Context: an optimization exercise on an open-source flow, tuned for small area, a short achievable clock period and few clock cycles per item. The choices shown serve that exercise and are no tape-out recipe.
The RTL was checked by simulation tests, not by an equivalence proof against the original design.
No driver is modelled on the clock port, so clock power and skew are understated where the tree is cut down; a real chip needs a root buffer or a tree.

== before ==
// fc_layer
module fc_layer #(
    parameter IN_SIZE = 75,
    parameter OUT_SIZE = 10,
    parameter DATA_WIDTH = 16
)(
    input  wire clk,
    input  wire reset_n,
    input  wire start_fc,
    input  wire data_valid,
    input  wire signed [DATA_WIDTH-1:0] map_in_serial,
    input  wire signed [DATA_WIDTH-1:0] weight_serial,
    input  wire signed [DATA_WIDTH-1:0] bias_serial,
    output reg finish_fc,
    output reg signed [DATA_WIDTH-1:0] predict_out,
    output reg predict_out_valid
);
Size: ~2500 cells after synthesis, ~1500 flip-flops, ~70 I/O pins, roughly 52000 um^2 of cells after synthesis.
clock: 15.0 ns
lec_check: 0
cap_margin: 20
core_margin: 2
core_utilization: 65
cts_cluster_diameter: 100
cts_cluster_size: 30
place_density: 0.75
slew_margin: 20
synth_memory_max_bits: 16384
standard.sh (not shown) runs the stock make flow with config.mk's settings and CLKGATE_MAP_FILE= SYNTH_SCRIPT=/design/flow/synth_recipe.tcl, a recipe that flattens the netlist after the stock synthesis.
==> flow/flow/run.sh <==
#!/bin/bash
# Standard ORFS layout (the standard.sh: ORFS synthesis and steps).
# Differences:
# - synthesis skips Yosys's early "abc -fast" (SYNTH_ARGS=-noabc), so the
#   full adders written out in the RTL are extracted without inverters
#   between them; registers (names and cells) are the same as the standard
#   synthesis, and ORFS's own ABC mapping still runs;
# - the resizer's repair_timing is asked for a setup margin, so it works on
#   paths well below the 15 ns period; ABC maps for a shorter period;
# - ports get buf_1 buffers (the resizer upsizes them where timing needs it);
# - CTS inserts no dummy loads;
set -euo pipefail
VARS=(SYNTH_ARGS=-noabc SETUP_SLACK_MARGIN=11.12 ABC_CLOCK_PERIOD_IN_PS=3800
  "BUFFER_PORTS_ARGS=-buffer_cell sky130_fd_sc_hd__buf_1"
  "CTS_ARGS=-sink_clustering_enable -repair_clock_nets -sink_clustering_size 30 -sink_clustering_max_diameter 100 -dont_use_dummy_load")
bash standard.sh "${VARS[@]}" cts > standard_flow_cts.log 2>&1
ODB=orfs/results/sky130hd/fc_layer/base/4_cts.odb CLK_PORT=clk \
  openroad -no_init -exit flow/noroot.tcl > noroot.log 2>&1
bash standard.sh "${VARS[@]}" finish > standard_flow_finish.log 2>&1
==> flow/flow/noroot.tcl <==
read_db $::env(ODB)
set block [ord::get_db_block]
set clkport [$block findBTerm $::env(CLK_PORT)]
set clknet [$clkport getNet]
set its [$clknet getITerms]
puts "noroot: clock port net [$clknet getName] has [llength $its] cell pins"
if {[llength $its] != 1} { puts "noroot: unexpected, leaving the tree as it is"; exit 0 }
set rootA [lindex $its 0]
set root [$rootA getInst]
set master [[$root getMaster] getName]
if {![string match "sky130_fd_sc_hd__clkbuf_*" $master]} { puts "noroot: root is $master, leaving"; exit 0 }
set rootX [$root findITerm X]
set net0 [$rootX getNet]
set sinks {}
foreach it [$net0 getITerms] {
  if {[$it getInst] ne $root} { lappend sinks $it }
}
puts "noroot: root [$root getName] ($master) drives [llength $sinks] pins"
if {[llength $sinks] > 4 || [llength [$net0 getBTerms]] > 0} { puts "noroot: too many, leaving"; exit 0 }
foreach it $sinks {
  set m [[[$it getInst] getMaster] getName]
  if {![string match "sky130_fd_sc_hd__clkbuf_*" $m]} { puts "noroot: sink is $m, leaving"; exit 0 }
}
foreach it $sinks {
  $it disconnect
  $it connect $clknet
}
$rootA disconnect
$rootX disconnect
odb::dbInst_destroy $root
odb::dbNet_destroy $net0
puts "noroot: clock port now drives [llength [$clknet getITerms]] pins"
write_db $::env(ODB)
Testbench counts of before, summed over its fixed seeds: cycles 53,568, images 64.
Relative to before, the following input files were edited for after:
diff --git a/flow/flow/run.sh b/flow/flow/run.sh
--- a/flow/flow/run.sh
+++ b/flow/flow/run.sh
@@ -13 +13 @@
-VARS=(SYNTH_ARGS=-noabc SETUP_SLACK_MARGIN=11.12 ABC_CLOCK_PERIOD_IN_PS=3800
+VARS=(SYNTH_ARGS=-noabc SETUP_SLACK_MARGIN=11.0 ABC_CLOCK_PERIOD_IN_PS=3800
[summary]
Going from before to after, final cell count held steady, non-clock buffer count fell by 1.2%. There was hardly any difference in post-route cell area between after and before. Share of the core filled with cells of before is on par with after. after vs. before: highest attainable clock frequency moved down; share of the final layout cell area in sequential cells level.

---

== cedar ==
Another version of the RTL of fc_layer (not shown whole).
Size in the first run: roughly 2,500 cells after synthesis, roughly 1,500 flip-flops, about 0.053 mm² of cells after synthesis.
==> flow/config.mk <==
export PLATFORM = sky130hd
export DESIGN_NAME = fc_layer
export DESIGN_NICKNAME = fc_layer
export VERILOG_FILES = /design/flow/design.v
export SDC_FILE = /design/flow/constraint.sdc
export NUM_CORES = 4
export LEC_CHECK = 0
export CAP_MARGIN = 20
export CORE_MARGIN = 2
export CORE_UTILIZATION = 65
export CTS_CLUSTER_DIAMETER = 100
export CTS_CLUSTER_SIZE = 30
export PLACE_DENSITY = 0.75
export SLEW_MARGIN = 20
export SYNTH_MEMORY_MAX_BITS = 16384
==> flow/constraint.sdc <==
create_clock -name core_clock -period 15.0 [get_ports {clk}]
set_input_delay 3.0000 -clock core_clock [delete_from_list [all_inputs] [get_ports {clk}]]
set_output_delay 3.0000 -clock core_clock [all_outputs]
set_load 0.01 [all_outputs]
==> flow/flow/run.sh <==
#!/bin/bash
# Standard ORFS layout (the standard.sh: ORFS synthesis and steps).
# Differences:
# - synthesis skips Yosys's early "abc -fast" (SYNTH_ARGS=-noabc), so the
#   full adders written out in the RTL are extracted without inverters
#   between them; registers (names and cells) are the same as the standard
#   synthesis, and ORFS's own ABC mapping still runs;
# - the resizer's repair_timing is asked for a setup margin, so it works on
#   paths well below the 15 ns period; ABC maps for a shorter period;
# - ports get buf_1 buffers (the resizer upsizes them where timing needs it);
# - CTS inserts no dummy loads;
set -euo pipefail
VARS=(SYNTH_ARGS=-noabc SETUP_SLACK_MARGIN=11.2 ABC_CLOCK_PERIOD_IN_PS=3800
  "BUFFER_PORTS_ARGS=-buffer_cell sky130_fd_sc_hd__buf_1"
  "CTS_ARGS=-sink_clustering_enable -repair_clock_nets -sink_clustering_size 30 -sink_clustering_max_diameter 100 -dont_use_dummy_load")
bash standard.sh "${VARS[@]}" cts > standard_flow_cts.log 2>&1
ODB=orfs/results/sky130hd/fc_layer/base/4_cts.odb CLK_PORT=clk \
  openroad -no_init -exit flow/noroot.tcl > noroot.log 2>&1
bash standard.sh "${VARS[@]}" finish > standard_flow_finish.log 2>&1
Scripts as last shown in full above: flow/flow/noroot.tcl
In summary, cedar completed successfully, with a layout that passed the timing, design-rule and antenna checks.
Testbench counts of cedar, summed over its fixed seeds: cycles 53,568, images 64.
The inputs of indigo differ from those of cedar as listed below.
-- flow/flow/run.sh --
<<< cedar, line 11
# - CTS inserts no dummy loads;
set -euo pipefail
VARS=(SYNTH_ARGS=-noabc SETUP_SLACK_MARGIN=11.2 ABC_CLOCK_PERIOD_IN_PS=3800
  "BUFFER_PORTS_ARGS=-buffer_cell sky130_fd_sc_hd__buf_1"
  "CTS_ARGS=-sink_clustering_enable -repair_clock_nets -sink_clustering_size 30 -sink_clustering_max_diameter 100 -dont_use_dummy_load")
>>> indigo, line 11
# - CTS inserts no dummy loads;
set -euo pipefail
VARS=(SYNTH_ARGS=-noabc SETUP_SLACK_MARGIN=11.1 ABC_CLOCK_PERIOD_IN_PS=3800
  "BUFFER_PORTS_ARGS=-buffer_cell sky130_fd_sc_hd__buf_1"
  "CTS_ARGS=-sink_clustering_enable -repair_clock_nets -sink_clustering_size 30 -sink_clustering_max_diameter 100 -dont_use_dummy_load")
## What came out
Measured against each other, cedar and indigo differ in slack of the worst reg-to-reg path, the lower figure coming from indigo. | total placed instance area | cedar vs indigo | ≈ equal |. Via count was lower in the run labelled indigo. The design area on cedar is in line with that on indigo.

-- separate check: timing with driven ports --
How much do the figures lean on ideal ports? The routed layouts below were timed once more, with nothing changed but the port constraints. Step 1 (the two cells are an assumption about what drives the block):
set clk [get_ports {clk}]
set_driving_cell -lib_cell sky130_fd_sc_hd__clkbuf_16 $clk
set_driving_cell -lib_cell sky130_fd_sc_hd__buf_2 [delete_from_list [all_inputs] $clk]
Step 2 moves the port delays by t, midway between the first and last clock arrival at a register: inputs arrive t later, outputs are due t later. That takes back most of the time a late clock gives input paths. Slacks: ideal / step 1 / step 2; pairs: ideal / step 1.
run | shift t [ns] | setup slack, ns | worst setup path at the end | latest minus earliest clock arrival (ns) | pins driven straight from the clock port
before | 0.568 | 11.060 / 10.938 / 10.687 | input to register | 0.055 / 0.055 | 4
after | 0.567 | 11.028 / 10.937 / 10.561 | input to register | 0.054 / 0.054 | 4
cedar | 0.562 | 11.062 / 10.945 / 10.820 | input to register | 0.084 / 0.084 | 4
indigo | 0.561 | 11.059 / 10.944 / 10.824 | input to register | 0.085 / 0.085 | 4
After both steps every run listed still meets setup and hold. The setup slack of after, which loses most, moves by -0.091 ns with the drivers and by -0.467 ns with both steps.
